From an optimization exercise on the open Yosys and OpenROAD flow, aimed at small area; shortcuts taken in it are not production practice. Where RTL was checked, it was by simulation tests only, not by an equivalence proof against the original. Function not checked in runs 5 and 6: the RTL went through the layout flow alone. Power and IR drop assume default switching activity. The clock port is modelled as an ideal driver; clocking choices that lean on that would not hold on a real chip.

==> design/flow/design.v <==
module rf_wdec (input a, input b, input clr, output we, output we_n);
    assign we_n = ~(clr | (a & b));
    rf_inv u_i (.a(we_n), .y(we));
endmodule
module rf_inv (input a, output y);
    assign y = ~a;
endmodule
module rf_wbit (input we, input we_n, input q, input wd, output d);
    assign d = ~((we | q) & (we_n | wd));
endmodule
module rf_aoi3 (input [2:0] s, input [2:0] d, output y);
    assign y = ~|(s & d);
endmodule
module rf_rbit (input [30:0] sel, input [30:0] d, output o);
    wire [10:0] y;
    genvar g;
    generate for (g = 0; g < 10; g = g + 1) begin : g_a
        rf_aoi3 u (.s(sel[3*g +: 3]), .d(d[3*g +: 3]), .y(y[g]));
    end endgenerate
    assign y[10] = ~(sel[30] & d[30]);
    assign o = ~&y;
endmodule
module fa_bit (input a, input b, input ci, output s, output co);
    assign s  = a ^ b ^ ci;
    assign co = (a & b) | (ci & (a ^ b));
endmodule
module sel4_bit (input [3:0] s, input [3:0] d, input f, output y);
    assign y = (|(s & d)) | f;
endmodule
module sel2_bit (input s, input s_n, input a, input b, output y);
    assign y = (s & a) | (s_n & b);
endmodule
module pc_bit (input pc, input cy, input jump, input jump_n, input a, output d, output cy_out);
    assign d = (jump & a) | (jump_n & (pc ^ cy));
    assign cy_out = pc & cy;
endmodule
module riscv_core (
    input clk,
    input reset,
    output [31:0] imem_addr,
    input  [31:0] imem_rdata,
    output [31:0] dmem_addr,
    output [31:0] dmem_wdata,
    output [1:0]  dmem_size,
    output        dmem_we,
    input  [31:0] dmem_rdata
);
    reg  [1:0]  ph;       
    reg  [1:0]  pass;     
    reg         clr;      
    reg  [29:0] pc;       
    reg  [31:0] T;        
    reg  [31:0] A;        
    reg         c;        
    reg         z;        
    reg         flag;     
    reg  [31:0] rf [1:31];
    reg         sp;       
    wire [31:0] ins = imem_rdata;
    wire [2:0]  f3  = ins[14:12];
    wire c_lui   = ~ins[6] &  ins[4] &  ins[2] &  ins[5];
    wire c_auipc = ~ins[6] &  ins[4] &  ins[2] & ~ins[5];
    wire c_jal   =  ins[6] &  ins[3];
    wire c_jalr  =  ins[6] & ~ins[3] &  ins[2];
    wire c_br    =  ins[6] & ~ins[2];
    wire c_ld    = ~ins[6] & ~ins[4] & ~ins[5];
    wire c_st    = ~ins[6] & ~ins[4] &  ins[5];
    wire c_opi   = ~ins[6] &  ins[4] & ~ins[2] & ~ins[5];
    wire c_op    = ~ins[6] &  ins[4] & ~ins[2] &  ins[5];
    wire c_alu   = c_opi | c_op;
    wire k_sh    = f3[1:0] == 2'b01;
    wire k_slt   = f3[2:1] == 2'b01;
    reg [31:0] imm;
    always @* begin
        if (c_lui | c_auipc)      imm = {ins[31:12], 12'b0};
        else if (c_jal)           imm = {{12{ins[31]}}, ins[19:12], ins[20], ins[30:21], 1'b0};
        else if (c_br)            imm = {{20{ins[31]}}, ins[7], ins[30:25], ins[11:8], 1'b0};
        else if (c_st)            imm = {{21{ins[31]}}, ins[30:25], ins[11:7]};
        else                      imm = {{21{ins[31]}}, ins[30:20]};
    end
    reg [7:0] imm_b, pc_b, t_b;
    always @* begin
        case (ph)
            2'd0: imm_b = imm[7:0];
            2'd1: imm_b = imm[15:8];
            2'd2: imm_b = imm[23:16];
            default: imm_b = imm[31:24];
        endcase
        case (ph)
            2'd0: pc_b = {pc[5:0], 2'b00};
            2'd1: pc_b = pc[13:6];
            2'd2: pc_b = pc[21:14];
            default: pc_b = pc[29:22];
        endcase
    end
    reg       rs2sel, rzero, opa_pc, inv, ashift, tload, wen, last, fcap;
    reg [1:0] opb;        
    reg [1:0] wsel;       
    always @* begin
        rs2sel = 1'b0; rzero = 1'b0; opa_pc = 1'b0; inv = 1'b0; ashift = 1'b0;
        tload = 1'b0; wen = 1'b0; last = 1'b0; fcap = 1'b0; opb = 2'd0; wsel = 2'd0;
        if (c_lui) begin
            rzero = 1'b1; wen = 1'b1; last = 1'b1;
        end else if (c_auipc) begin
            opa_pc = 1'b1; wen = 1'b1; last = 1'b1;
        end else if (c_jal | c_jalr) begin
            if (pass == 2'd0) begin
                opa_pc = c_jal; ashift = 1'b1;
            end else begin
                opa_pc = 1'b1; opb = 2'd2; wen = 1'b1; last = 1'b1;
            end
        end else if (c_br) begin
            if (pass == 2'd0) begin
                rs2sel = 1'b1; tload = 1'b1; opa_pc = 1'b1; ashift = 1'b1;
            end else begin
                opb = 2'd1; inv = 1'b1; last = 1'b1;
            end
        end else if (c_ld) begin
            if (pass == 2'd0) ashift = 1'b1;
            else begin wsel = 2'd2; wen = 1'b1; last = 1'b1; end
        end else if (c_st) begin
            if (pass == 2'd0) ashift = 1'b1;
            else begin rs2sel = 1'b1; tload = 1'b1; last = 1'b1; end
        end else if (c_opi) begin
            if (k_sh) begin
                if (pass == 2'd0) tload = 1'b1;
                else begin wsel = 2'd1; wen = 1'b1; last = 1'b1; end
            end else if (k_slt) begin
                if (pass == 2'd0) begin inv = 1'b1; fcap = 1'b1; end
                else begin wsel = 2'd3; wen = 1'b1; last = 1'b1; end
            end else begin
                wen = 1'b1; last = 1'b1;
            end
        end else begin  
            if (k_sh) begin
                if (pass == 2'd0) tload = 1'b1;
                else begin
                    rs2sel = 1'b1; opb = 2'd3; ashift = ph == 2'd0;
                    wsel = 2'd1; wen = 1'b1; last = 1'b1;
                end
            end else if (k_slt) begin
                if (pass == 2'd0) begin rs2sel = 1'b1; tload = 1'b1; end
                else if (pass == 2'd1) begin opb = 2'd1; inv = 1'b1; fcap = 1'b1; end
                else begin wsel = 2'd3; wen = 1'b1; last = 1'b1; end
            end else begin
                if (pass == 2'd0) begin rs2sel = 1'b1; tload = 1'b1; end
                else begin opb = 2'd1; inv = ~f3[2] & ins[30]; wen = 1'b1; last = 1'b1; end
            end
        end
    end
    wire [4:0] rsel = rzero ? 5'd0 : rs2sel ? ins[24:20] : ins[19:15];
    wire [30:0] rsel_h;
    wire [3:0] rs_lo = 4'b0001 << rsel[1:0];
    wire [7:0] rs_hi = 8'b00000001 << rsel[4:2];
    wire [7:0]  port_raw;
    genvar gr, gb;
    generate
        for (gr = 1; gr < 32; gr = gr + 1) begin : g_rsel
            assign rsel_h[gr-1] = rs_lo[gr % 4] & rs_hi[gr / 4];
        end
        for (gb = 0; gb < 8; gb = gb + 1) begin : g_rport
            wire [30:0] col;
            for (gr = 1; gr < 32; gr = gr + 1) begin : g_c
                assign col[gr-1] = rf[gr][gb];
            end
            rf_rbit u_r (.sel(rsel_h), .d(col), .o(port_raw[gb]));
        end
    endgenerate
    wire [7:0] port = port_raw ^ {8{sp & (rsel != 5'd0)}};
    wire [7:0] opa  = opa_pc ? pc_b : port;
    wire [7:0] opbv = (opb == 2'd0) ? imm_b :
                      (opb == 2'd1) ? T[7:0] :
                      {5'b0, (opb == 2'd2) & (ph == 2'd0), 2'b00};
    wire       cin  = (ph == 2'd0) ? inv : c;
    wire [7:0] opbx = opbv ^ {8{inv}};
    wire [8:0] acy;
    wire [7:0] sum;
    assign acy[0] = cin;
    genvar ga;
    generate for (ga = 0; ga < 8; ga = ga + 1) begin : g_add
        fa_bit u_fa (.a(opa[ga]), .b(opbx[ga]), .ci(acy[ga]), .s(sum[ga]), .co(acy[ga+1]));
    end endgenerate
    wire       co   = acy[8];
    wire       logic_op = c_alu & f3[2];
    wire [7:0] alu_out = ~logic_op ? sum :
                         (f3[1:0] == 2'b00) ? (opa ^ opbv) :
                         (f3[1:0] == 2'b10) ? (opa | opbv) : (opa & opbv);
    wire uns = c_br ? f3[1] : f3[0];
    wire lt  = (uns | (opa[7] == opbv[7])) ? ~co : opa[7];
    wire eq  = z & (sum == 8'd0);
    wire taken = f3[2] ? (lt ^ f3[0]) : (eq ^ f3[0]);
    wire [4:0] shamt = ~c_op ? ins[24:20] : (ph == 2'd0) ? port[4:0] : A[28:24];
    wire       right = f3[2];
    wire       left  = ~right & (shamt != 5'd0);
    wire [4:0] m     = left ? (5'd0 - shamt) : shamt;    
    wire [1:0] q     = m[4:3];
    wire [2:0] r     = m[2:0];
    wire [3:0] qh    = {q == 2'd3, q == 2'd2, q == 2'd1, q == 2'd0};
    wire [1:0] sidx  = 2'd3 - ph;
    wire       sign  = T[sidx*8 + 7];
    wire [2:0] kq    = {1'b0, ph} + {1'b0, q};
    wire       lo_wr = kq >= 3'd4;
    wire       hi_wr = kq >= 3'd3;
    wire       fill  = right & ins[30] & sign;
    wire       lo_out = lo_wr ^ left, hi_out = hi_wr ^ left;
    wire [3:0] qlo   = qh & {4{~lo_out}};
    wire [3:0] qhi   = qh & {4{~hi_out}};
    wire [7:0] lo_b, hi_b;
    generate for (ga = 0; ga < 8; ga = ga + 1) begin : g_tap
        sel4_bit u_lo (.s(qlo), .d({T[24+ga], T[16+ga], T[8+ga], T[ga]}), .f(lo_out & fill), .y(lo_b[ga]));
        sel4_bit u_hi (.s(qhi), .d({T[ga], T[24+ga], T[16+ga], T[8+ga]}), .f(hi_out & fill), .y(hi_b[ga]));
    end endgenerate
    wire [15:0] win  = {hi_b, lo_b} >> r;
    wire [7:0] sh_out = win[7:0];
    reg [7:0] ld_raw;
    always @* begin
        case (ph)
            2'd0: ld_raw = dmem_rdata[7:0];
            2'd1: ld_raw = dmem_rdata[15:8];
            2'd2: ld_raw = dmem_rdata[23:16];
            default: ld_raw = dmem_rdata[31:24];
        endcase
    end
    wire ld_in  = (ph == 2'd0) | f3[1] | (f3[0] & (ph == 2'd1));
    wire ld_sgn = ~f3[2] & (f3[0] ? dmem_rdata[15] : dmem_rdata[7]);
    wire [7:0] ld_b = ld_in ? ld_raw : {8{ld_sgn}};
    reg [7:0] wd;
    always @* begin
        case (wsel)
            2'd0: wd = alu_out;
            2'd1: wd = sh_out;
            2'd2: wd = ld_b;
            default: wd = {7'b0, flag & (ph == 2'd0)};
        endcase
        if (clr) wd = 8'd0;
    end
    wire [7:0] wdx = wd ^ {8{sp}};
    wire [4:0] rd = ins[11:7];
    wire [7:0] t_top;
    generate for (ga = 0; ga < 8; ga = ga + 1) begin : g_ttop
        sel2_bit u_t (.s(tload), .s_n(~tload), .a(port[ga]), .b(T[ga]), .y(t_top[ga]));
    end endgenerate
    wire       pc_end  = (ph == 2'd3) & ~clr & last;
    wire       pc_jump = pc_end & (c_jal | c_jalr | (c_br & taken));
    wire [30:0] pcy; wire [29:0] pc_nx;
    assign pcy[0] = pc_end;
    genvar gi;
    generate for (gi = 0; gi < 30; gi = gi + 1) begin : g_inc
        pc_bit u_pc (.pc(pc[gi]), .cy(pcy[gi]), .jump(pc_jump), .jump_n(~pc_jump), .a(A[gi+2]), .d(pc_nx[gi]), .cy_out(pcy[gi+1]));
    end endgenerate
    wire       rf_we = wen & ~clr;
    wire [3:0] rd_lo = {4{rf_we}} & (4'b0001 << rd[1:0]);
    wire [7:0] rd_hi = 8'b00000001 << rd[4:2];
    generate
        for (gr = 1; gr < 32; gr = gr + 1) begin : g_rf
            wire       we, we_n;
            rf_wdec u_d (.a(rd_lo[gr % 4]), .b(rd_hi[gr / 4]), .clr(clr), .we(we), .we_n(we_n));
            wire [7:0] top;
            for (gb = 0; gb < 8; gb = gb + 1) begin : g_w
                rf_wbit u_w (.we(we), .we_n(we_n), .q(rf[gr][gb]), .wd(wdx[gb]), .d(top[gb]));
            end
            always @(posedge clk) rf[gr] <= {top, rf[gr][31:8]};
        end
    endgenerate
    always @(posedge clk or posedge reset) begin
        if (reset) begin
            pc <= 30'd0;
        end else begin
            pc <= pc_nx;
        end
    end
    always @(posedge clk or posedge reset) begin
        if (reset) begin
            ph <= 2'd0;
            pass <= 2'd0;
            clr <= 1'b1;
            sp <= 1'b0;
        end else begin
            ph <= ph + 2'd1;
            if (ph == 2'd3) sp <= ~sp;
            if (ph == 2'd3) begin
                if (clr) clr <= 1'b0;
                else if (last)
                    pass <= 2'd0;
                else
                    pass <= pass + 2'd1;
            end
        end
    end
    always @(posedge clk) begin
        c <= co;
        z <= ((ph == 2'd0) | z) & (sum == 8'd0);
        if (fcap & (ph == 2'd3)) flag <= lt;
        if (ashift) A <= {sum, A[31:8]};
        T <= {t_top, T[31:8]};
    end
    assign imem_addr  = {pc, 2'b00};
    assign dmem_addr  = A;
    assign dmem_wdata = {port, T[31:8]};
    assign dmem_size  = f3[1:0];
    assign dmem_we    = c_st & (pass == 2'd1) & (ph == 2'd3);
endmodule
==> design/flow/flow/run.sh <==
#!/bin/bash
# The standard layout, with plain buf_1 cells as the port buffers and a clock tree
# built without dummy loads.
set -euo pipefail
bash standard.sh "BUFFER_PORTS_ARGS=-buffer_cell sky130_fd_sc_hd__buf_1" \
  "CTS_ARGS=-sink_clustering_enable -repair_clock_nets -sink_clustering_size 20 -sink_clustering_max_diameter 60 -buf_list {sky130_fd_sc_hd__clkbuf_4 sky130_fd_sc_hd__clkbuf_8} -tree_buf sky130_fd_sc_hd__clkbuf_4 -dont_use_dummy_load" \
  finish > standard_flow.log 2>&1
==> design/flow/standard.sh <==
#!/bin/bash
# synth_recipe.tcl (not shown) runs the flow's synth.tcl, then flattens the netlist and writes it again
# the make line also repeats each setting of config.mk as NAME=value (left out here)
make -C /OpenROAD-flow-scripts/flow DESIGN_CONFIG=/design/flow/config.mk WORK_HOME=/design/flow/orfs CLKGATE_MAP_FILE= SYNTH_SCRIPT=/design/flow/synth_recipe.tcl "${@:-finish}"
==> design/flow/config.mk <==
export PLATFORM = sky130hd
export DESIGN_NAME = riscv_core
export DESIGN_NICKNAME = riscv_core
export VERILOG_FILES = /design/flow/design.v
export SDC_FILE = /design/flow/constraint.sdc
export NUM_CORES = 4
export LEC_CHECK = 0
export ABC_AREA = 0
export CAP_MARGIN = 20
export CORE_MARGIN = 2
export CORE_UTILIZATION = 55
export CTS_BUF_LIST = sky130_fd_sc_hd__clkbuf_4 sky130_fd_sc_hd__clkbuf_8
export CTS_CLUSTER_DIAMETER = 60
export CTS_CLUSTER_SIZE = 20
export SLEW_MARGIN = 20
export SYNTH_HIERARCHICAL = 1
==> design/flow/constraint.sdc <==
create_clock -name core_clock -period 18.0 [get_ports {clk}]
set_input_delay 3.6000 -clock core_clock [delete_from_list [all_inputs] [get_ports {clk}]]
set_output_delay 3.6000 -clock core_clock [all_outputs]
set_load 0.01 [all_outputs]
==> results.sh, run 1 <==
export IMPL_final_common_cell="dfxtp_1"
export IMPL_grt_pass1_vias=18458
export IMPL_clk_pin_slew_ns=0.11
export IMPL_drt_iter0_drc=1847
export IMPL_globalRouteOverflowTotal=0
export IMPL_vdd_drop_max_mv=0.146
export IMPL_grt_pass1_wl_um=114000
export IMPL_path_max_fanout=24
export IMPL_critical_path_endpoint_type="register"
export IMPL_remaining_drc_errors=0
export IMPL_synth_area_um2=30700
export IMPL_seq_area_frac_synth_pct=73.0
export IMPL_final_setup_tns_ns=0
export IMPL_fp_dieW_um=240
export IMPL_hold_start="rf[27][17]"
export IMPL_dpl_hpwl_um=51800
export IMPL_h_tree_depth=3
export IMPL_startpoint="imem_rdata[12]"
export IMPL_power_leakage_nw=13.4
export IMPL_drt_first_pass_iters=9
export IMPL_synthCells=2322
export IMPL_layout_common_cells="dfxtp_1, o22ai_1, buf_1"
export IMPL_start_util_pct=55.7
export IMPL_powerDensity_nw_per_um2=173
export IMPL_drive_gt1_share_pct=6.45
export IMPL_coreArea_um2=55200
export IMPL_ys_types=77
export IMPL_fin_nets=2645
export IMPL_criticalPathCategory="input port to register"
export IMPL_synthArstFlopShare_pct=3.29
export IMPL_reg2reg_from="pass[0]"
export IMPL_antenna_found_initial=2
export IMPL_synth_warnings=9
export IMPL_rsz0062_at_grt="false"
export IMPL_fp_dieArea_um2=57800
export IMPL_slew_violations=0
export IMPL_finClkSkew_ns=0.123
export IMPL_stdcell_count=3259
export IMPL_fin_crit_ns=14.60
export IMPL_num_fill_cells=4598
export IMPL_dpl_cell_area_um2=32200
export IMPL_die_h_um=240
export IMPL_worstPathRequired_ns=18.54
export IMPL_critPathMaxStageDelay_ns=0.76
export IMPL_fin_crit_sh_pct=81.1
export IMPL_setup_viol=0
export IMPL_ios=165
export IMPL_root_buffer="clkbuf_8"
export IMPL_fin_util_pct=60.1
export IMPL_start_kind="input port"
export IMPL_cap_viol_max_count=0
export IMPL_wl_per_cell_um=23.4
export IMPL_route_vias_total=19048
export IMPL_via_per_inst=5.84
export IMPL_cts_setup_buffers=0
export IMPL_worstMarginPinSlew_ns=1.12
export IMPL_cts_made_buffers=68
export IMPL_cts_tree="yes"
export IMPL_postRouteAntennaNets=0
export IMPL_cts_resized=0
export IMPL_ctsHoldBuffers=0
export IMPL_relSlewSlack_pct=25.0
export IMPL_syn_avg_cell_area_um2=13.2
export IMPL_cp_slowest_cell="nor2_1"
export IMPL_postSynth_topFlopCell="dfxtp_1"
export IMPL_dp_cells=3189
export IMPL_insertion_delay_ns=0.71
export IMPL_grt_usage_pct=26.2
export IMPL_worst_endpoint_arrival_ns=15.15
export IMPL_rows=86
export IMPL_synth_edf_count=33
export IMPL_grt_max_degree=38
export IMPL_portBuffers=160
export IMPL_cts_sinks=1095
export IMPL_final_area_um2=33200
export IMPL_final_hold_viol_count=0
export IMPL_place_gp_congestion=0.964
export IMPL_cp_common_cell="ha_1"
export IMPL_syn_to_final_growth_pct=7.91
export IMPL_wl_um=76100
export IMPL_outcome="complete, no violations"
export IMPL_clock_path_buffers=3
export IMPL_hold_path_class="register to register"
export IMPL_fmax_mhz=68.5
export IMPL_ys_seq_elements=1095
-- Yosys stat by module, one instance, submodules excluded --
module | area [um^2] | cells inside
rf_aoi3 | 10.0 | 1
rf_wbit | 6.26 | 1
sel2_bit | 8.76 | 1
rf_inv | 3.75 | 1
sel4_bit | 18.8 | 3
fa_bit | 20.0 | 1
rf_wdec | 8.76 | 1
riscv_core | 26600 | 1779
rf_rbit | 27.5 | 4
pc_bit | 21.3 | 2
-- state kept, by name, indices dropped and copies added, names as in the netlist --
register / count
pc: 30
c: 1
pass: 2
clr: 1
flag: 1
z: 1
rf: 992
sp: 1
A: 32
T: 32
ph: 2
-- cell usage after synthesis (5+ instances only) --
| cell | n | share of area [%] |
|---|---|---|
| a31oi_1 | 8 | 0.16 |
| xor2_1 | 6 | 0.17 |
| mux2i_1 | 33 | 1.1 |
| nor2b_1 | 5 | 0.10 |
| nand4_1 | 17 | 0.35 |
| a222oi_1 | 109 | 3.5 |
| and3_1 | 5 | 0.10 |
| o21ai_0 | 31 | 0.50 |
| inv_1 | 75 | 0.92 |
| nand2b_1 | 8 | 0.16 |
| a211oi_1 | 13 | 0.32 |
| dfrtp_1 | 35 | 2.8 |
| nand2_1 | 124 | 1.5 |
| nor2_1 | 103 | 1.3 |
| edfxtp_1 | 33 | 3.2 |
| o21a_1 | 7 | 0.17 |
| nand3_1 | 8 | 0.13 |
| a21oi_2 | 31 | 0.88 |
| buf_4 | 30 | 0.73 |
| ha_1 | 58 | 2.4 |
| nor3b_1 | 8 | 0.20 |
| clkbuf_1 | 32 | 0.39 |
| a221oi_1 | 12 | 0.34 |
| nor3_1 | 22 | 0.36 |
| a2111o_1 | 8 | 0.29 |
| a22o_1 | 41 | 1.2 |
| a21oi_1 | 56 | 0.91 |
| nor4_1 | 6 | 0.12 |
| o21ai_1 | 5 | 0.081 |
| o31ai_1 | 7 | 0.17 |
| o22ai_1 | 249 | 5.1 |
| dfxtp_1 | 1026 | 67 |
| xnor2_1 | 23 | 0.66 |
| fa_1 | 9 | 0.59 |
-- stage by stage --
step           hold WS (ns)  power (mW)  setup slack [ns]
2_1_floorplan         0.310        4.10              4.07
3_3_place_gp          0.309        4.70              3.15
3_5_place_dp          0.312        4.74              2.91
4_1_cts               0.300        5.75              3.64
5_1_grt               0.300        5.99              2.84
6_report              0.299        5.73              3.40
-- layout make-up --
class	instances	area (um^2)	share of cell area (%)
flip-flops and latches	1095	22400	67.6
multi-input cells	1081	7740	23.3
clock buffers	68	936	2.82
well taps	748	936	2.82
repair buffers	189	838	2.53
inverters	77	289	0.871
diodes	1	2.50	0.00754
-- critical path, delay by kind of cell --
kind            cells  cell delay (ns)
compound gates      9             3.04
xor+xnor            4             1.48
fa+ha+maj           5             1.47
buf+inv             5             0.95
mux                 2             0.38
simple gates       11             4.16
-- power breakdown --
part	total (mW)	internal (mW)	leakage (nW)	switching (mW)
Clock	1.02	0.342	0.489	0.679
Sequential	3.38	3.10	9.40	0.281
Combinational	1.34	0.445	3.52	0.891
Total	5.73	3.88	13.4	1.85
-- cell families (layout without fill, tap and decap cells) --
group / Yosys count / count (layout) / share of synthesized area (%)
AOI/OAI and AO/OA: 618 / 618 / 14.8
xor gates and xnor gates: 32 / 32 / 0.985
adders and majority gates: 67 / 67 / 2.95
buffers and inverters: 147 / 334 / 2.20
DFF: 1095 / 1095 / 73.0
muxes: 36 / 36 / 1.19
other: 1 / 3 / 0.0122
and+or+nand+nor: 326 / 326 / 4.85
-- worst paths after layout --
check	to	slack [ns]	cells after the start
min in group asynchronous	pc[22]	3.04	3
worst max register to register	rf[5][28]	5.93	36
worst max-delay path	rf[5][28]	3.40	36
worst min register to register	rf[27][9]	0.30	0
worst min-delay path	rf[27][9]	0.30	0
max in group asynchronous	sp	14.52	3
-- routing by layer --
metal / GRT usage [%] / routed length [um] / up-vias / part of all wire, %
li1: - / - / 8837 / -
met1: 36.5 / 34500 / 9316 / 45
met2: 41.1 / 34100 / 719 / 45
met3: 3.88 / 4470 / 174 / 5.9
met4: 10.7 / 3100 / 2 / 4.1
met5: 0 / 15 / - / 0.020
==> inputs of run 2 (changes only) <==
==> design/flow/flow/run.sh (replaced) <==
#!/bin/bash
# The standard layout, with plain buf_1 cells as the port buffers and a clock tree
# built without dummy loads.
set -euo pipefail
bash standard.sh "BUFFER_PORTS_ARGS=-buffer_cell sky130_fd_sc_hd__buf_1" \
  "CTS_ARGS=-sink_clustering_enable -repair_clock_nets -sink_clustering_size 36 -sink_clustering_max_diameter 80 -buf_list {sky130_fd_sc_hd__clkbuf_16} -dont_use_dummy_load" \
  finish > standard_flow.log 2>&1
==> results.sh, run 2 <==
export IMPL_wl_um=75400
export IMPL_insertion_delay_ns=0.63
export IMPL_wl_per_cell_um=23.4
export IMPL_fp_dieArea_um2=57800
export IMPL_critPathMaxStageDelay_ns=0.76
export IMPL_path_max_fanout=24
export IMPL_relSlewSlack_pct=23.4
export IMPL_grt_pass1_vias=18252
export IMPL_dpl_hpwl_um=51800
export IMPL_remaining_drc_errors=0
export IMPL_synthAdderAreaFrac_pct=2.95
export IMPL_cts_sinks=1095
export IMPL_antenna_found_initial=2
export IMPL_worstMarginPinSlew_ns=1.14
export IMPL_ctsHoldBuffers=0
export IMPL_coreArea_um2=55200
export IMPL_syn_to_final_growth_pct=8.04
export IMPL_cp_common_cell="ha_1"
export IMPL_yosysMostFrequentCell="dfxtp_1"
export IMPL_clk_pin_slew_ns=0.12
export IMPL_yosys_area_top_type="dfxtp_1"
export IMPL_synth_area_um2=30700
export IMPL_outcome="complete, no violations"
export IMPL_reg2reg_from="pass[0]"
export IMPL_seq_area_frac_synth_pct=73.0
export IMPL_fin_crit_sh_pct=81.5
export IMPL_cts_setup_buffers=0
export IMPL_criticalPathCategory="input port to register"
export IMPL_power_mw=5.77
export IMPL_globalRouteOverflowTotal=0
export IMPL_synthCells=2322
export IMPL_final_setup_tns_ns=0
export IMPL_synth_top_family_by_area="compound AO/OA/AOI/OAI gates"
export IMPL_synth_commonest_cells="dfxtp_1, o22ai_1, nand2_1"
export IMPL_yosys_area_top_type_share_pct=66.8
export IMPL_synth_warnings=9
export IMPL_ys_seq_elements=1095
export IMPL_syn_avg_cell_area_um2=13.2
export IMPL_drt_first_pass_iters=6
export IMPL_regMostFlops="rf"
export IMPL_clock_path_buffers=3
export IMPL_cap_viol_max_count=0
export IMPL_fp_dieW_um=240
export IMPL_power_leakage_nw=13.4
export IMPL_start_kind="input port"
export IMPL_ys_types=77
export IMPL_yosys_area_share_simple_pct=4.85
export IMPL_fin_crit_ns=14.67
export IMPL_rows=86
export IMPL_rsz0062_at_grt="false"
export IMPL_hold_path_class="register to register"
export IMPL_cp_slowest_cell="nor2_1"
export IMPL_ys_top_cells_by_area="dfxtp_1, o22ai_1, a222oi_1"
export IMPL_root_buffer="clkbuf_16"
export IMPL_dpl_cell_area_um2=32200
export IMPL_start_util_pct=55.7
export IMPL_final_area_um2=33200
export IMPL_grt_max_degree=38
export IMPL_largest_register_ffs=992
export IMPL_die_h_um=240
export IMPL_cts_resized=0
export IMPL_place_gp_congestion=0.964
export IMPL_worst_endpoint_arrival_ns=15.14
export IMPL_postSynth_topFlopCell="dfxtp_1"
export IMPL_layout_common_cells="dfxtp_1, o22ai_1, buf_1"
export IMPL_fin_util_pct=60.2
export IMPL_startpoint="imem_rdata[12]"
export IMPL_cts_made_buffers=39
export IMPL_fmax_mhz=68.2
export IMPL_synthArstFlopShare_pct=3.29
export IMPL_drt_iter0_drc=1958
export IMPL_h_tree_depth=2
export IMPL_setup_viol=0
export IMPL_slew_violations=0
export IMPL_cts_tree="yes"
export IMPL_synth_edf_count=33
export IMPL_ios=165
export IMPL_portBuffers=160
export IMPL_powerDensity_nw_per_um2=174
export IMPL_grt_usage_pct=25.9
export IMPL_route_vias_total=18883
export IMPL_largestRegisters="rf x992, A x32, T x32"
export IMPL_grt_pass1_wl_um=113000
export IMPL_postRouteAntennaNets=0
export IMPL_holdWs_ns=0.268
export IMPL_muxShareOfSynthArea_pct=1.19
export IMPL_synth_compound_area_share_pct=14.8
export IMPL_vdd_drop_max_mv=0.135
export IMPL_final_common_cell="dfxtp_1"
export IMPL_final_hold_viol_count=0
export IMPL_via_per_inst=5.85
export IMPL_worstPathRequired_ns=18.46
export IMPL_drive_gt1_share_pct=5.36
export IMPL_synthXorXnorAreaFrac_pct=0.985
export IMPL_finClkSkew_ns=0.0992
export IMPL_critical_path_endpoint_type="register"
export IMPL_hold_start="rf[27][29]"
export IMPL_fin_nets=2616
==> run 2: logic make-up after synthesis <==
family,after synthesis
AOI/OAI and AO/OA,618
muxes,36
xor gates and xnor gates,32
DFF,1095
other,1
buffers and inverters,147
and+or+nand+nor,326
adders and majority gates,67
==> run 2: through the flow <==
stage / std cells / worst slack (ns)
floorplan: 2323 / 4.07
global placement: 3189 / 3.15
detailed placement: 3189 / 2.91
CTS: 3228 / 3.54
global route: 3229 / 2.73
finish: 3230 / 3.33
==> run 2: final timing paths <==
path | to | slack, ns | depth (start not counted)
max | rf[5][28] | 3.33 | 37
min | rf[27][21] | 0.27 | 0
max reg2reg | rf[5][28] | 5.88 | 37
max in group asynchronous | ph[0] | 14.47 | 3
min in group asynchronous | pc[9] | 3.09 | 3
min reg2reg | rf[27][21] | 0.27 | 0
==> run 2: Yosys stat by module (local to each module, per instance), a selection <==
module	cells	copies in the design	area, um^2	flip-flops and latches
rf_wdec	1	31	8.76	0
fa_bit	1	8	20.0	0
rf_rbit	4	8	27.5	0
rf_inv	1	31	3.75	0
riscv_core	1779	1	26600	1095
pc_bit	2	30	21.3	0
sel2_bit	1	8	8.76	0
==> run 2: layout make-up <==
type                    instances  area (um^2)
clock buffers                  39          976
repair buffers                189          838
multi-input cells            1081         7740
inverters                      77          289
fillers                      4570        22000
diodes                          1         2.50
well taps                     748          936
flip-flops and latches       1095        22400
==> run 2: where the power goes <==
group / internal [mW] / switching, mW / total (mW)
sequential: 3.10 / 0.280 / 3.38
combinational: 0.445 / 0.889 / 1.33
clock: 0.395 / 0.665 / 1.06
total: 3.93 / 1.83 / 5.77
==> run 2: metal layers <==
layer  GRT usage, %  vias to the layer above  share of wire [%]
met5              0                        -              0.019
met4           10.7                        2                4.2
met3           3.24                      149                5.8
met2           40.7                      658                 45
met1           36.2                     9293                 45
li1               -                     8781                  -
==> run 2: worst max-delay path, delay by kind of cell <==
family,cells,cell delay [ns]
and+or+nand+nor,12,4.19
AOI/OAI and AO/OA,8,2.84
xor gates and xnor gates,4,1.46
muxes,3,0.61
buffers and inverters,5,0.93
adders and majority gates,5,1.48
==> inputs of run 3 (changes only) <==
==> design/flow/flow/run.sh (replaced) <==
#!/bin/bash
# The standard layout, with plain buf_1 cells as the port buffers and a clock tree
# built without dummy loads.
set -euo pipefail
bash standard.sh "BUFFER_PORTS_ARGS=-buffer_cell sky130_fd_sc_hd__buf_1" \
  "CTS_ARGS=-sink_clustering_enable -repair_clock_nets -sink_clustering_size 12 -sink_clustering_max_diameter 40 -buf_list {sky130_fd_sc_hd__clkbuf_4} -dont_use_dummy_load" \
  finish > standard_flow.log 2>&1
==> results.sh, run 3 <==
export IMPL_outcome="complete, no violations"
export IMPL_fin_crit_sh_pct=79.9
export IMPL_startpoint="imem_rdata[12]"
export IMPL_ctsHoldBuffers=0
export IMPL_criticalPathCategory="input port to register"
export IMPL_reg2reg_from="pass[0]"
export IMPL_top_layer_used="met5"
export IMPL_power_leakage_nw=13.4
export IMPL_route_vias_total=19342
export IMPL_crit_end="rf[15][28]"
export IMPL_place_gp_congestion=0.964
export IMPL_remaining_drc_errors=0
export IMPL_coreArea_um2=55200
export IMPL_relSlewSlack_pct=24.7
export IMPL_rsz0062_at_grt="false"
export IMPL_cts_setup_buffers=0
export IMPL_ys_top_cells_by_area="dfxtp_1, o22ai_1, a222oi_1"
export IMPL_cap_viol_max_count=0
export IMPL_worst_endpoint_arrival_ns=15.10
export IMPL_worst_r2r_endpoint="rf[15][28]"
export IMPL_clock_path_buffers=3
export IMPL_m1WireLength_um=34200
export IMPL_postRouteAntennaNets=0
export IMPL_synth_warnings=9
export IMPL_syn_to_final_growth_pct=7.67
export IMPL_largestRegisters="rf x992, A x32, T x32"
export IMPL_synthCells=2322
export IMPL_cts_sinks=1095
export IMPL_seqPwrFrac_pct=59.4
export IMPL_via_per_inst=5.85
export IMPL_critPathMaxStageDelay_ns=0.76
export IMPL_crit_family="simple AND/OR/NAND/NOR gates"
export IMPL_finClkSkew_ns=0.180
export IMPL_cp_common_cell="ha_1"
export IMPL_drive_gt1_share_pct=8.14
export IMPL_holdWs_ns=0.253
export IMPL_rows=86
export IMPL_synth_edf_count=33
export IMPL_cp_slowest_cell="nor2_1"
export IMPL_wl_met3_um=4670
export IMPL_drt_first_pass_iters=6
export IMPL_largest_register_ffs=992
export IMPL_synth_commonest_cells="dfxtp_1, o22ai_1, nand2_1"
export IMPL_sw_frac_of_total_pct=32.6
export IMPL_yosysMostFrequentCell="dfxtp_1"
export IMPL_fin_nets=2691
export IMPL_die_h_um=240
export IMPL_cts_tree="yes"
export IMPL_fin_crit_ns=14.38
export IMPL_vdd_drop_max_mv=0.157
export IMPL_globalRouteOverflowTotal=0
export IMPL_setup_viol=0
export IMPL_fp_dieW_um=240
export IMPL_crit_cells=36
export IMPL_final_setup_tns_ns=0
export IMPL_final_common_cell="dfxtp_1"
export IMPL_layout_common_cells="dfxtp_1, o22ai_1, buf_1"
export IMPL_fp_dieArea_um2=57800
export IMPL_drt_iter0_drc=1669
export IMPL_postSynth_topFlopCell="dfxtp_1"
export IMPL_p_clk_share_pct=17.1
export IMPL_dpl_hpwl_um=51800
export IMPL_dp_cells=3189
export IMPL_hold_path_class="register to register"
export IMPL_regMostFlops="rf"
export IMPL_slew_violations=0
export IMPL_powerDensity_nw_per_um2=172
export IMPL_synthArstFlopShare_pct=3.29
export IMPL_grt_max_degree=38
export IMPL_worstPathRequired_ns=18.72
export IMPL_ys_types=77
export IMPL_critical_path_endpoint_type="register"
export IMPL_syn_avg_cell_area_um2=13.2
export IMPL_h_tree_depth=3
export IMPL_portBuffers=160
export IMPL_path_max_fanout=24
export IMPL_antenna_found_initial=3
export IMPL_insertion_delay_ns=0.92
export IMPL_wl_per_cell_um=23.1
export IMPL_yosys_area_top_type_share_pct=66.8
export IMPL_p_switching_mw=1.85
export IMPL_critical_path_buf_inv_count=5
export IMPL_clk_pin_slew_ns=0.11
export IMPL_fmax_mhz=69.6
export IMPL_reg2reg_depth=36
export IMPL_rrSetupSlack_ns=5.95
export IMPL_ys_seq_elements=1095
export IMPL_comb_power_share_pct=23.4
export IMPL_seq_area_frac_synth_pct=73.0
export IMPL_ios=165
export IMPL_power_internal_mw=3.83
export IMPL_grt_pass1_wl_um=114000
export IMPL_final_hold_viol_count=0
export IMPL_wl_met2_um=34300
export IMPL_worstMarginPinSlew_ns=1.13
export IMPL_stdcell_count=3308
export IMPL_start_util_pct=55.7
export IMPL_root_buffer="clkbuf_4"
export IMPL_cts_made_buffers=114
export IMPL_grt_pass1_vias=18913
export IMPL_grt_usage_pct=26.3
export IMPL_wl_um=76300
export IMPL_cts_resized=0
export IMPL_synth_area_um2=30700
export IMPL_yosys_area_top_type="dfxtp_1"
export IMPL_start_kind="input port"
[run 3: cell counts after synthesis]
No cell type changed its count.
[run 3: cells by family (layout without fill, tap and decap cells)]
logic type               after synthesis  in the layout  synth area share [%]
other                                  1              6                0.0122
adder cells (fa/ha/maj)               67             67                  2.95
buffers and inverters                147            380                  2.20
AND/OR/NAND/NOR                      326            326                  4.85
flip-flops                          1095           1095                  73.0
multiplexers                          36             36                  1.19
AO/OA/AOI/OAI                        618            618                  14.8
XOR/XNOR                              32             32                 0.985
[run 3: how the worst min path moves through the flow]
stage / from / to / slack, ns / depth (start not counted)
detailed placement: rf[13][27] / rf[13][19] / 0.31 / 0
global route: rf[29][21] / rf[29][13] / 0.24 / 0
CTS: rf[29][21] / rf[29][13] / 0.24 / 0
finish: rf[29][21] / rf[29][13] / 0.25 / 0
floorplan: rf[10][8] / rf[10][0] / 0.31 / 0
global placement: rf[7][30] / rf[7][22] / 0.31 / 0
[run 3: power by group through the flow]
stage	logic, mW	registers [mW]	clock network [mW]
6_report	1.33	3.38	0.974
5_1_grt	1.42	3.44	1.11
4_1_cts	1.32	3.38	1.01
3_5_place_dp	1.31	3.43	0
3_3_place_gp	1.30	3.40	0
2_1_floorplan	0.752	3.35	0
[run 3: area by class of cell]
class	count	area [um^2]
Inverter	77	289
Sequential cell	1095	22400
Fill cell	4625	22100
Clock buffer	114	856
Tap cell	748	936
Timing Repair Buffer	189	838
Antenna cell	4	10.0
Multi-Input combinational cell	1081	7740
[run 3: modules after synthesis, one instance, submodules excluded]
module	flip-flops and latches	cells inside	copies in the design
rf_inv	0	1	31
rf_rbit	0	4	8
riscv_core	1095	1779	1
rf_aoi3	0	1	80
sel4_bit	0	3	15
rf_wdec	0	1	31
fa_bit	0	1	8
rf_wbit	0	1	248
sel2_bit	0	1	8
pc_bit	0	2	30
[run 3: per-stage QoR]
step	area [um^2]	utilization, %	setup slack, ns	power [mW]
floorplan	30800	-	4.07	4.10
global placement	32200	58.4	3.15	4.70
detailed placement	32200	58.4	2.91	4.74
CTS	33100	59.9	3.87	5.71
global route	33100	60.0	3.08	5.96
finish	33100	60.0	3.62	5.68
[run 3: metal layers]
metal | vias to the layer above | GRT usage [%]
li1 | 8980 | -
met1 | 9419 | 36.3
met2 | 761 | 41.1
met3 | 180 | 4.40
met4 | 2 | 11.5
met5 | - | 0
[run 3: worst reg2reg max path, delay by kind of cell (launching register included)]
family / cells / cell delay [ns]
mux: 2 / 0.38
buf+inv: 5 / 0.87
simple gates: 10 / 3.69
compound gates: 9 / 3.06
xor+xnor: 4 / 1.47
flops: 1 / 0.43
fa+ha+maj: 6 / 2.07
==> inputs of run 4 (changes only) <==
==> design/flow/flow/run.sh (replaced) <==
#!/bin/bash
# The standard layout, with plain buf_1 cells as the port buffers and a clock tree
# built without dummy loads.
set -euo pipefail
bash standard.sh "BUFFER_PORTS_ARGS=-buffer_cell sky130_fd_sc_hd__buf_1" \
  "CTS_ARGS=-sink_clustering_enable -repair_clock_nets -sink_clustering_size 20 -sink_clustering_max_diameter 60 -buf_list {sky130_fd_sc_hd__clkbuf_4 sky130_fd_sc_hd__clkbuf_8} -dont_use_dummy_load" \
  finish > standard_flow.log 2>&1
==> results.sh, run 4 <==
export IMPL_largest_register_ffs=992
export IMPL_start_util_pct=55.7
export IMPL_dpl_hpwl_um=51800
export IMPL_fp_dieW_um=240
export IMPL_postSynth_topFlopCell="dfxtp_1"
export IMPL_remaining_drc_errors=0
export IMPL_die_h_um=240
export IMPL_num_fill_cells=4598
export IMPL_ys_seq_elements=1095
export IMPL_root_buffer="clkbuf_8"
export IMPL_coreArea_um2=55200
export IMPL_cts_sinks=1095
export IMPL_outcome="complete, no violations"
export IMPL_clock_path_buffers=3
export IMPL_postRouteAntennaNets=0
export IMPL_route_vias_total=19048
export IMPL_final_common_cell="dfxtp_1"
export IMPL_final_hold_viol_count=0
export IMPL_fmax_mhz=68.5
export IMPL_criticalPathCategory="input port to register"
export IMPL_worstPathRequired_ns=18.54
export IMPL_critical_path_endpoint_type="register"
export IMPL_ys_types=77
export IMPL_synth_warnings=9
export IMPL_regMostFlops="rf"
export IMPL_ios=165
export IMPL_globalRouteOverflowTotal=0
export IMPL_finClkSkew_ns=0.123
export IMPL_fp_dieArea_um2=57800
export IMPL_grt_usage_pct=26.2
export IMPL_power_leakage_nw=13.4
export IMPL_cts_setup_buffers=0
export IMPL_synthArstFlopShare_pct=3.29
export IMPL_drt_first_pass_iters=9
export IMPL_cp_slowest_cell="nor2_1"
export IMPL_hold_path_class="register to register"
export IMPL_syn_avg_cell_area_um2=13.2
export IMPL_syn_to_final_growth_pct=7.91
export IMPL_rsz0062_at_grt="false"
export IMPL_synth_edf_count=33
export IMPL_power_mw=5.73
export IMPL_multi_input_area_um2=7740
export IMPL_synthCells=2322
export IMPL_yosys_area_top_type_share_pct=66.8
export IMPL_fin_crit_ns=14.60
export IMPL_fin_nets=2645
export IMPL_wl_um=76100
export IMPL_start_kind="input port"
export IMPL_worst_endpoint_arrival_ns=15.15
export IMPL_drive_gt1_share_pct=6.45
export IMPL_ys_top_cells_by_area="dfxtp_1, o22ai_1, a222oi_1"
export IMPL_cts_tree="yes"
export IMPL_synth_area_um2=30700
export IMPL_synth_commonest_cells="dfxtp_1, o22ai_1, nand2_1"
export IMPL_cts_resized=0
export IMPL_largestRegisters="rf x992, A x32, T x32"
export IMPL_cp_common_cell="ha_1"
export IMPL_grtUsageMet1_pct=36.5
export IMPL_final_setup_tns_ns=0
export IMPL_layout_common_cells="dfxtp_1, o22ai_1, buf_1"
export IMPL_ctsHoldBuffers=0
export IMPL_slew_violations=0
export IMPL_rows=86
export IMPL_antenna_found_initial=2
export IMPL_setup_viol=0
export IMPL_grt_max_degree=38
export IMPL_vdd_drop_max_mv=0.146
export IMPL_wl_per_cell_um=23.4
export IMPL_drt_iter0_drc=1847
export IMPL_place_gp_congestion=0.964
export IMPL_grt_pass1_vias=18458
export IMPL_powerDensity_nw_per_um2=173
export IMPL_register_area_um2=22400
export IMPL_grt_pass1_wl_um=114000
export IMPL_cts_made_buffers=68
export IMPL_via_per_inst=5.84
export IMPL_portBuffers=160
export IMPL_yosys_area_top_type="dfxtp_1"
export IMPL_seq_area_frac_synth_pct=73.0
export IMPL_worstMarginPinSlew_ns=1.12
export IMPL_met2_usage_pct=41.1
export IMPL_insertion_delay_ns=0.71
export IMPL_gr_max_usage_layer="met2"
export IMPL_fin_crit_sh_pct=81.1
export IMPL_clk_pin_slew_ns=0.11
export IMPL_relSlewSlack_pct=25.0
export IMPL_path_max_fanout=24
export IMPL_met3_usage_pct=3.88
export IMPL_rrSetupSlack_ns=5.93
export IMPL_critPathMaxStageDelay_ns=0.76
export IMPL_yosysMostFrequentCell="dfxtp_1"
export IMPL_cap_viol_max_count=0
export IMPL_h_tree_depth=3
==> run 4: cell count changes in the layout (fill, tap and decap cells not counted), sizes merged <==
cell and change:
clkbuf -46, diode -3
==> run 4: cell families after synthesis <==
kind of cell | after synthesis | share of synthesized area [%]
flip-flops | 1095 | 73.0
AO/OA/AOI/OAI | 618 | 14.8
AND/OR/NAND/NOR | 326 | 4.85
buffers and inverters | 147 | 2.20
adder cells (fa/ha/maj) | 67 | 2.95
multiplexers | 36 | 1.19
XOR/XNOR | 32 | 0.985
other | 1 | 0.0122
==> run 4: per-layer routing <==
layer	vias up	share of wire [%]
met4	2	4.1
met5	-	0.020
li1	8837	-
met3	174	5.9
met2	719	45
met1	9316	45
==> run 4: through the flow <==
stage          cells  hold WS [ns]  instance area (um^2)  util, %  setup WS, ns
6_report        3259         0.299                 33200     60.1          3.40
5_1_grt         3259         0.300                 33200     60.1          2.84
4_1_cts         3257         0.300                 33100     60.1          3.64
3_5_place_dp    3189         0.312                 32200     58.4          2.91
3_3_place_gp    3189         0.309                 32200     58.4          3.15
2_1_floorplan   2323         0.310                 30800        -          4.07
==> run 4: path summary, 6_finish.rpt <==
kind	from	to	cells after the start
hold reg to reg	rf[27][17]	rf[27][9]	0
min in group asynchronous	reset	pc[22]	3
setup / recovery	imem_rdata[12]	rf[5][28]	36
setup reg to reg	pass[0]	rf[5][28]	36
hold / removal	rf[27][17]	rf[27][9]	0
max in group asynchronous	reset	sp	3
==> run 4: Yosys stat by module (local to each module, per instance) <==
module	times used	cells	area, um^2	flops+latches
fa_bit	8	1	20.0	0
pc_bit	30	2	21.3	0
rf_aoi3	80	1	10.0	0
rf_inv	31	1	3.75	0
rf_rbit	8	4	27.5	0
rf_wbit	248	1	6.26	0
rf_wdec	31	1	8.76	0
riscv_core	1	1779	26600	1095
sel2_bit	8	1	8.76	0
sel4_bit	15	3	18.8	0
==> run 4: area by class of cell <==
| cell class | count | area share [%] |
|---|---|---|
| repair buffers | 189 | 2.53 |
| inverters | 77 | 0.871 |
| multi-input cells | 1081 | 23.3 |
| well taps | 748 | 2.82 |
| clock buffers | 68 | 2.82 |
| flip-flops and latches | 1095 | 67.6 |
| diodes | 1 | 0.00754 |
==> run 4: power by group <==
part           switching, mW  internal (mW)
Sequential             0.281           3.10
Clock                  0.679          0.342
Combinational          0.891          0.445
Total                   1.85           3.88
==> run 4: worst max-delay path, delay by kind of cell <==
family	cells	cell delay, ns
fa+ha+maj	5	1.47
xor+xnor	4	1.48
mux	2	0.38
simple gates	11	4.16
buf+inv	5	0.95
compound gates	9	3.04
==> inputs of run 5 (changes only) <==
--- a/design/flow/design.v
+++ b/design/flow/design.v
@@ -248,3 +248,3 @@
     generate for (gi = 0; gi < 30; gi = gi + 1) begin : g_inc
-        pc_bit u_pc (.pc(pc[gi]), .cy(pcy[gi]), .jump(pc_jump), .jump_n(~pc_jump), .a(A[gi+2]), .d(pc_nx[gi]), .cy_out(pcy[gi+1]));
+        pc_bit u_pc (.pc(pc[gi]), .cy(pcy[gi]), .jump(pc_jump), .jump_n(~pc_jump & ~clr), .a(A[gi+2]), .d(pc_nx[gi]), .cy_out(pcy[gi+1]));
     end endgenerate
@@ -264,9 +264,3 @@
     endgenerate
-    always @(posedge clk or posedge reset) begin
-        if (reset) begin
-            pc <= 30'd0;
-        end else begin
-            pc <= pc_nx;
-        end
-    end
+    always @(posedge clk) pc <= pc_nx;
     always @(posedge clk or posedge reset) begin
==> results.sh, run 5 <==
export IMPL_drive_gt1_share_pct=7.06
export IMPL_remaining_drc_errors=0
export IMPL_comb_power_share_pct=23.3
export IMPL_fp_dieArea_um2=57900
export IMPL_worst_endpoint_arrival_ns=14.62
export IMPL_criticalPathCategory="input port to register"
export IMPL_drt_iter0_drc=1694
export IMPL_holdWs_ns=0.277
export IMPL_critical_path_endpoint_type="register"
export IMPL_slew_violations=0
export IMPL_final_hold_viol_count=0
export IMPL_coreArea_um2=55200
export IMPL_syn_to_final_growth_pct=7.86
export IMPL_ctsHoldBuffers=0
export IMPL_antenna_found_initial=0
export IMPL_sw_frac_of_total_pct=32.4
export IMPL_yosys_area_top_type="dfxtp_1"
export IMPL_crit_family="simple AND/OR/NAND/NOR gates"
export IMPL_antenna_cells=0
export IMPL_power_leakage_nw=13.4
export IMPL_fin_util_pct=60.2
export IMPL_die_h_um=241
export IMPL_num_fill_cells=4502
export IMPL_cts_made_buffers=68
export IMPL_grt_usage_pct=25.9
export IMPL_setup_viol=0
export IMPL_cts_setup_buffers=0
export IMPL_cp_slowest_cell="o21ai_2"
export IMPL_fin_nets=2656
export IMPL_finClkSkew_ns=0.112
export IMPL_seq_area_frac_synth_pct=72.3
export IMPL_p_clk_share_pct=17.7
export IMPL_h_tree_depth=3
export IMPL_fmax_mhz=70.7
export IMPL_path_max_fanout=31
export IMPL_portBuffers=160
export IMPL_place_gp_congestion=0.930
export IMPL_critPathMaxStageDelay_ns=0.72
export IMPL_yosys_area_top_type_share_pct=68.6
export IMPL_postSynth_topFlopCell="dfxtp_1"
export IMPL_root_buffer="clkbuf_8"
export IMPL_synthCells=2332
export IMPL_hold_path_class="register to register"
export IMPL_final_common_cell="dfxtp_1"
export IMPL_insertion_delay_ns=0.68
export IMPL_relSlewSlack_pct=27.4
export IMPL_synth_commonest_cells="dfxtp_1, o22ai_1, nand2_1"
export IMPL_ys_top_cells_by_area="dfxtp_1, o22ai_1, a222oi_1"
export IMPL_final_setup_tns_ns=0
export IMPL_cts_sinks=1095
export IMPL_worstMarginPinSlew_ns=1.09
export IMPL_wl_per_cell_um=23.1
export IMPL_fp_dieW_um=241
export IMPL_ys_types=90
export IMPL_rows=86
export IMPL_worstPathRequired_ns=18.47
export IMPL_clk_pin_slew_ns=0.11
export IMPL_vdd_drop_max_mv=0.170
export IMPL_drt_first_pass_iters=10
export IMPL_yosysMostFrequentCell="dfxtp_1"
export IMPL_synthArstFlopShare_pct=0.548
export IMPL_cap_viol_max_count=0
export IMPL_rrSetupSlack_ns=6.14
export IMPL_critical_path_buf_inv_count=6
export IMPL_synth_warnings=9
export IMPL_postRouteAntennaNets=0
export IMPL_start_kind="input port"
export IMPL_syn_avg_cell_area_um2=13.2
export IMPL_grt_pass1_vias=18427
export IMPL_regMostFlops="rf"
export IMPL_synth_area_um2=30800
export IMPL_cts_resized=0
export IMPL_synth_edf_count=33
export IMPL_cts_tree="yes"
export IMPL_fin_crit_sh_pct=78.6
export IMPL_dpl_hpwl_um=51800
export IMPL_powerDensity_nw_per_um2=172
export IMPL_rsz0062_at_grt="false"
export IMPL_grt_max_degree=39
export IMPL_globalRouteOverflowTotal=0
export IMPL_largestRegisters="rf x992, A x32, T x32"
export IMPL_ys_seq_elements=1095
export IMPL_p_switching_mw=1.85
export IMPL_clock_path_buffers=3
export IMPL_route_vias_total=19031
export IMPL_seqPwrFrac_pct=59.0
export IMPL_fin_crit_ns=14.14
export IMPL_grt_pass1_wl_um=112000
export IMPL_cp_common_cell="ha_1"
export IMPL_outcome="complete, no violations"
export IMPL_via_per_inst=5.82
export IMPL_layout_common_cells="dfxtp_1, o22ai_1, buf_1"
export IMPL_wl_um=75600
export IMPL_start_util_pct=55.8
export IMPL_ios=165
export IMPL_power_internal_mw=3.88
export IMPL_largest_register_ffs=992
[run 5: changes by cell type after synthesis, sizes merged, moves of 8 or more]
cell	change
dfrtp	-30
dfxtp	+30
nor3	-13
xnor2	-12
a21o	+8
[run 5: cell families (layout without fill, tap and decap cells)]
kind of cell    after synthesis  after routing  synth area share [%]
compound gates              630            630                  15.2
buf+inv                     143            331                  2.17
other cells                   1              2                0.0122
simple gates                325            325                  5.11
flops                      1095           1095                  72.3
fa+ha+maj                    67             67                  2.94
mux                          45             45                  1.49
xor+xnor                     26             26                 0.788
[run 5: Yosys stat by module, one instance, submodules excluded]
| module | flops+latches | cell area (um^2) | times used |
|---|---|---|---|
| riscv_core | 1095 | 26700 | 1 |
| rf_rbit | 0 | 27.5 | 8 |
| pc_bit | 0 | 21.3 | 30 |
| fa_bit | 0 | 20.0 | 8 |
| sel4_bit | 0 | 18.8 | 15 |
| rf_aoi3 | 0 | 10.0 | 80 |
| rf_wdec | 0 | 8.76 | 31 |
| sel2_bit | 0 | 8.76 | 8 |
| rf_wbit | 0 | 6.26 | 248 |
| rf_inv | 0 | 3.75 | 31 |
[run 5: path summary, 6_finish.rpt]
kind	start	to	cells past startpoint
worst max register to register	pass[1]	rf[26][26]	37
worst max-delay path	imem_rdata[13]	rf[26][26]	38
max in group asynchronous	reset	ph[1]	2
min in group asynchronous	reset	pass[1]	2
worst min-delay path	rf[19][27]	rf[19][19]	0
worst min register to register	rf[19][27]	rf[19][19]	0
[run 5: routing by layer]
| metal | share of wire [%] | up-vias | track usage (%) |
|---|---|---|---|
| met5 | 0 | - | 0 |
| met4 | 4.5 | 0 | 12.2 |
| met3 | 6.6 | 159 | 4.63 |
| met2 | 44 | 707 | 39.8 |
| met1 | 45 | 9244 | 35.7 |
| li1 | - | 8921 | - |
[run 5: through the flow]
step | total power [mW] | instances | cell area, um^2 | worst slack [ns]
global placement | 4.71 | 3201 | 32300 | 3.25
finish | 5.73 | 3269 | 33200 | 3.86
detailed placement | 4.75 | 3201 | 32300 | 3.08
CTS | 5.76 | 3269 | 33200 | 3.73
floorplan | 4.10 | 2333 | 30800 | 5.11
global route | 6.00 | 3269 | 33200 | 3.37
[run 5: worst reg2reg max path, delay by kind of cell (launching register included)]
| family | cells | cell delay (ns) |
|---|---|---|
| buffers and inverters | 5 | 1.00 |
| XOR/XNOR | 4 | 1.26 |
| flip-flops | 1 | 0.43 |
| adder cells (fa/ha/maj) | 6 | 2.00 |
| AO/OA/AOI/OAI | 9 | 3.21 |
| AND/OR/NAND/NOR | 11 | 3.30 |
| multiplexers | 2 | 0.53 |
[run 5: layout make-up]
type	instances	area [um^2]	share of cell area, %
inverters	72	275	0.828
well taps	748	936	2.82
repair buffers	191	833	2.51
multi-input cells	1095	7980	24.0
clock buffers	68	936	2.82
flip-flops and latches	1095	22300	67.0
[run 5: power groups by stage]
stage	Clock, mW	Combinational (mW)	Sequential, mW
floorplan	0	0.753	3.35
global placement	0	1.30	3.41
detailed placement	0	1.32	3.43
CTS	1.05	1.32	3.38
global route	1.14	1.42	3.44
finish	1.02	1.34	3.38
==> inputs of run 6 (changes only) <==
--- a/design/flow/design.v
+++ b/design/flow/design.v
@@ -238,2 +238,10 @@
     wire [4:0] rd = ins[11:7];
+    wire [31:0] a_nx;
+    generate for (ga = 0; ga < 32; ga = ga + 1) begin : g_anx
+        if (ga < 24) begin : g_lo
+            sel2_bit u_a (.s(ashift), .s_n(~ashift), .a(A[ga+8]), .b(A[ga]), .y(a_nx[ga]));
+        end else begin : g_hi
+            sel2_bit u_a (.s(ashift), .s_n(~ashift), .a(sum[ga-24]), .b(A[ga]), .y(a_nx[ga]));
+        end
+    end endgenerate
     wire [7:0] t_top;
@@ -287,3 +295,3 @@
         if (fcap & (ph == 2'd3)) flag <= lt;
-        if (ashift) A <= {sum, A[31:8]};
+        A <= a_nx;
         T <= {t_top, T[31:8]};
==> results.sh, run 6 <==
export IMPL_critPathMaxStageDelay_ns=0.84
export IMPL_portBuffers=160
export IMPL_cp_slowest_cell="o21ai_0"
export IMPL_synthCells=2394
export IMPL_root_buffer="clkbuf_8"
export IMPL_wl_um=77100
export IMPL_dpl_cell_area_um2=32500
export IMPL_syn_avg_cell_area_um2=13.0
export IMPL_cts_setup_buffers=0
export IMPL_wl_per_cell_um=23.1
export IMPL_drt_first_pass_iters=6
export IMPL_grt_usage_pct=26.0
export IMPL_cts_made_buffers=68
export IMPL_postSynth_topFlopCell="dfxtp_1"
export IMPL_worstPathRequired_ns=18.51
export IMPL_finClkSkew_ns=0.0888
export IMPL_fmax_mhz=68.8
export IMPL_synth_warnings=9
export IMPL_fp_dieW_um=241
export IMPL_cts_resized=0
export IMPL_syn_to_final_growth_pct=7.95
export IMPL_ios=165
export IMPL_synth_commonest_cells="dfxtp_1, o22ai_1, nand2_1"
export IMPL_grt_pass1_vias=19156
export IMPL_largest_register_ffs=992
export IMPL_place_gp_congestion=0.903
export IMPL_cap_viol_max_count=0
export IMPL_fp_dieArea_um2=58300
export IMPL_hold_start="rf[26][10]"
export IMPL_outcome="complete, no violations"
export IMPL_final_setup_tns_ns=0
export IMPL_powerDensity_nw_per_um2=162
export IMPL_clk_pin_slew_ns=0.10
export IMPL_layout_common_cells="dfxtp_1, o22ai_1, buf_1"
export IMPL_remaining_drc_errors=0
export IMPL_num_fill_cells=4620
export IMPL_drt_iter0_drc=1702
export IMPL_ys_types=83
export IMPL_die_h_um=241
export IMPL_rsz0062_at_grt="false"
export IMPL_yosys_area_top_type="dfxtp_1"
export IMPL_reg2reg_from="pass[1]"
export IMPL_grt_pass1_wl_um=115000
export IMPL_criticalPathCategory="input port to register"
export IMPL_via_per_inst=5.84
export IMPL_start_util_pct=55.3
export IMPL_synth_edf_count=1
export IMPL_synth_area_um2=31000
export IMPL_power_leakage_nw=13.5
export IMPL_setup_viol=0
export IMPL_ys_top_cells_by_area="dfxtp_1, o22ai_1, a222oi_1"
export IMPL_vdd_drop_max_mv=0.161
export IMPL_hold_end="rf[26][2]"
export IMPL_antenna_found_initial=1
export IMPL_insertion_delay_ns=0.67
export IMPL_route_vias_total=19507
export IMPL_fin_crit_sh_pct=80.8
export IMPL_cts_sinks=1095
export IMPL_path_max_fanout=31
export IMPL_globalRouteOverflowTotal=0
export IMPL_hold_path_class="register to register"
export IMPL_final_area_um2=33500
export IMPL_fin_nets=2717
export IMPL_largestRegisters="rf x992, A x32, T x32"
export IMPL_worstMarginPinSlew_ns=1.16
export IMPL_ys_seq_elements=1095
export IMPL_grt_max_degree=38
export IMPL_clock_path_buffers=3
export IMPL_relSlewSlack_pct=22.4
export IMPL_dpl_hpwl_um=52400
export IMPL_hold_depth=0
export IMPL_rows=87
export IMPL_seq_area_frac_synth_pct=70.8
export IMPL_h_tree_depth=3
export IMPL_reg2reg_depth=36
export IMPL_rrSetupSlack_ns=5.76
export IMPL_postRouteAntennaNets=0
export IMPL_yosysMostFrequentCell="dfxtp_1"
export IMPL_final_hold_viol_count=0
export IMPL_ctsHoldBuffers=0
export IMPL_start_kind="input port"
export IMPL_yosys_area_top_type_share_pct=70.3
export IMPL_cts_tree="yes"
export IMPL_fin_crit_ns=14.54
export IMPL_regMostFlops="rf"
export IMPL_worst_r2r_endpoint="rf[24][27]"
export IMPL_drive_gt1_share_pct=7.32
export IMPL_critical_path_endpoint_type="register"
export IMPL_final_common_cell="dfxtp_1"
export IMPL_worst_endpoint_arrival_ns=15.05
export IMPL_slew_violations=0
export IMPL_coreArea_um2=56100
export IMPL_synthArstFlopShare_pct=0.548
[run 6: changes by cell type in the layout (fill, tap and decap cells not counted), moves of 6 or more]
| cell | delta |
|---|---|
| a21o_1 | -8 |
| a22o_1 | +34 |
| dfxtp_1 | +32 |
| edfxtp_1 | -32 |
| mux2_2 | +13 |
| nand2b_1 | +6 |
| nor2b_1 | +11 |
| nor3_1 | +13 |
| o2111ai_1 | +7 |
| xnor2_2 | -7 |
[run 6: cell families (layout without fill, tap and decap cells)]
group                      count (synthesis)  count (layout)  synth area share (%)
muxes                                     57              57                  1.93
other                                      1               3                0.0121
adders and majority gates                 67              67                  2.92
buffers and inverters                    147             334                  2.26
AOI/OAI and AO/OA                        658             658                  15.9
xor gates and xnor gates                  20              20                 0.589
and+or+nand+nor                          349             349                  5.59
DFF                                     1095            1095                  70.8
[run 6: routing by layer]
layer / up-vias / wire [um] / global-route usage, %
met5: - / 0 / 0
met4: 0 / 2680 / 10.3
met3: 145 / 4500 / 3.34
met2: 731 / 34800 / 41.6
met1: 9475 / 35100 / 36.2
li1: 9156 / - / -
[run 6: metrics by stage]
| step | setup slack, ns | hold WS, ns | power, mW | cells | util (%) |
|---|---|---|---|---|---|
| 2_1_floorplan | 5.56 | 0.310 | 3.85 | 2395 | - |
| 3_3_place_gp | 3.42 | 0.310 | 4.39 | 3269 | 58.0 |
| 3_5_place_dp | 3.17 | 0.312 | 4.43 | 3269 | 58.0 |
| 4_1_cts | 3.84 | 0.275 | 5.43 | 3337 | 59.7 |
| 5_1_grt | 3.01 | 0.272 | 5.66 | 3339 | 59.7 |
| 6_report | 3.46 | 0.272 | 5.41 | 3339 | 59.7 |
[run 6: final cells by class]
class	instances	area (um^2)	area share [%]
timing repair buffer	195	861	2.57
tap	756	946	2.83
inverter	71	267	0.796
sequential	1095	22000	65.6
multi-input combinational	1153	8500	25.4
clock buffer	68	936	2.80
antenna	1	2.50	0.00748
[run 6: critical path, delay by kind of cell]
kind | cells | cell delay [ns]
fa+ha+maj | 4 | 1.11
simple gates | 9 | 3.23
buf+inv | 6 | 1.12
mux | 5 | 1.25
xor+xnor | 3 | 1.37
compound gates | 10 | 3.31
[run 6: worst max-delay path by stage]
stage	cells after the start	slack, ns	from	endpoint
floorplan	36	5.56	imem_rdata[13]	rf[10][31]
global placement	37	3.42	imem_rdata[13]	rf[26][27]
detailed placement	37	3.17	imem_rdata[13]	rf[14][27]
CTS	37	3.84	imem_rdata[13]	rf[14][27]
global route	37	3.01	imem_rdata[13]	rf[24][27]
finish	37	3.46	imem_rdata[13]	rf[24][27]
[run 6: Yosys stat by module (local to each module, per instance), a selection]
module	area [um^2]	flops+latches	times used
pc_bit	21.3	0	30
sel2_bit	8.76	0	40
rf_wdec	8.76	0	31
rf_aoi3	10.0	0	80
sel4_bit	18.8	0	15
fa_bit	20.0	0	8
rf_wbit	6.26	0	248
[run 6: power breakdown]
group          switching, mW  total (mW)  internal [mW]
sequential             0.230        3.12           2.89
clock                  0.679        1.02          0.343
combinational          0.829        1.27          0.438

==> static timing again, ports no longer ideal <==
Ports are ideal in the flow. The routed layouts listed here were re-timed in OpenROAD. Step 1, drivers: a clkbuf_16 drives clk and a buf_2 each remaining input, both assumed. Step 2 adds t to the input delays and takes it off the output delays; t is the mean of the earliest and latest rising clock arrival at the registers after step 1. Input paths then give back, and output paths get back, about the clock's delay inside the block. Three values: ideal, step 1, step 2; two values: the first two.
| run | t, ns | slack for setup (ns) | worst setup path after step 2 | clock arrival spread, ns | slew at the worst register clock pin (ns) |
|---|---|---|---|---|---|
| run 1 | 0.701 | 3.399 / 3.426 / 2.726 | input to register | 0.124 / 0.123 | 0.12 / 0.12 |
| run 2 | 0.640 | 3.326 / 3.359 / 2.719 | input to register | 0.100 / 0.100 | 0.12 / 0.12 |
| run 3 | 0.889 | 3.624 / 3.650 / 2.760 | input to register | 0.180 / 0.179 | 0.12 / 0.12 |
| run 4 | 0.701 | 3.399 / 3.426 / 2.726 | input to register | 0.124 / 0.123 | 0.12 / 0.12 |
| run 5 | 0.677 | 3.856 / 3.888 / 3.211 | input to register | 0.112 / 0.113 | 0.12 / 0.12 |
| run 6 | 0.683 | 3.459 / 3.488 / 2.805 | input to register | 0.089 / 0.089 | 0.12 / 0.12 |
After both steps every run listed still meets setup and hold. The setup slack of run 3, which loses most, moves by +0.026 ns with the drivers and by -0.864 ns with both steps.
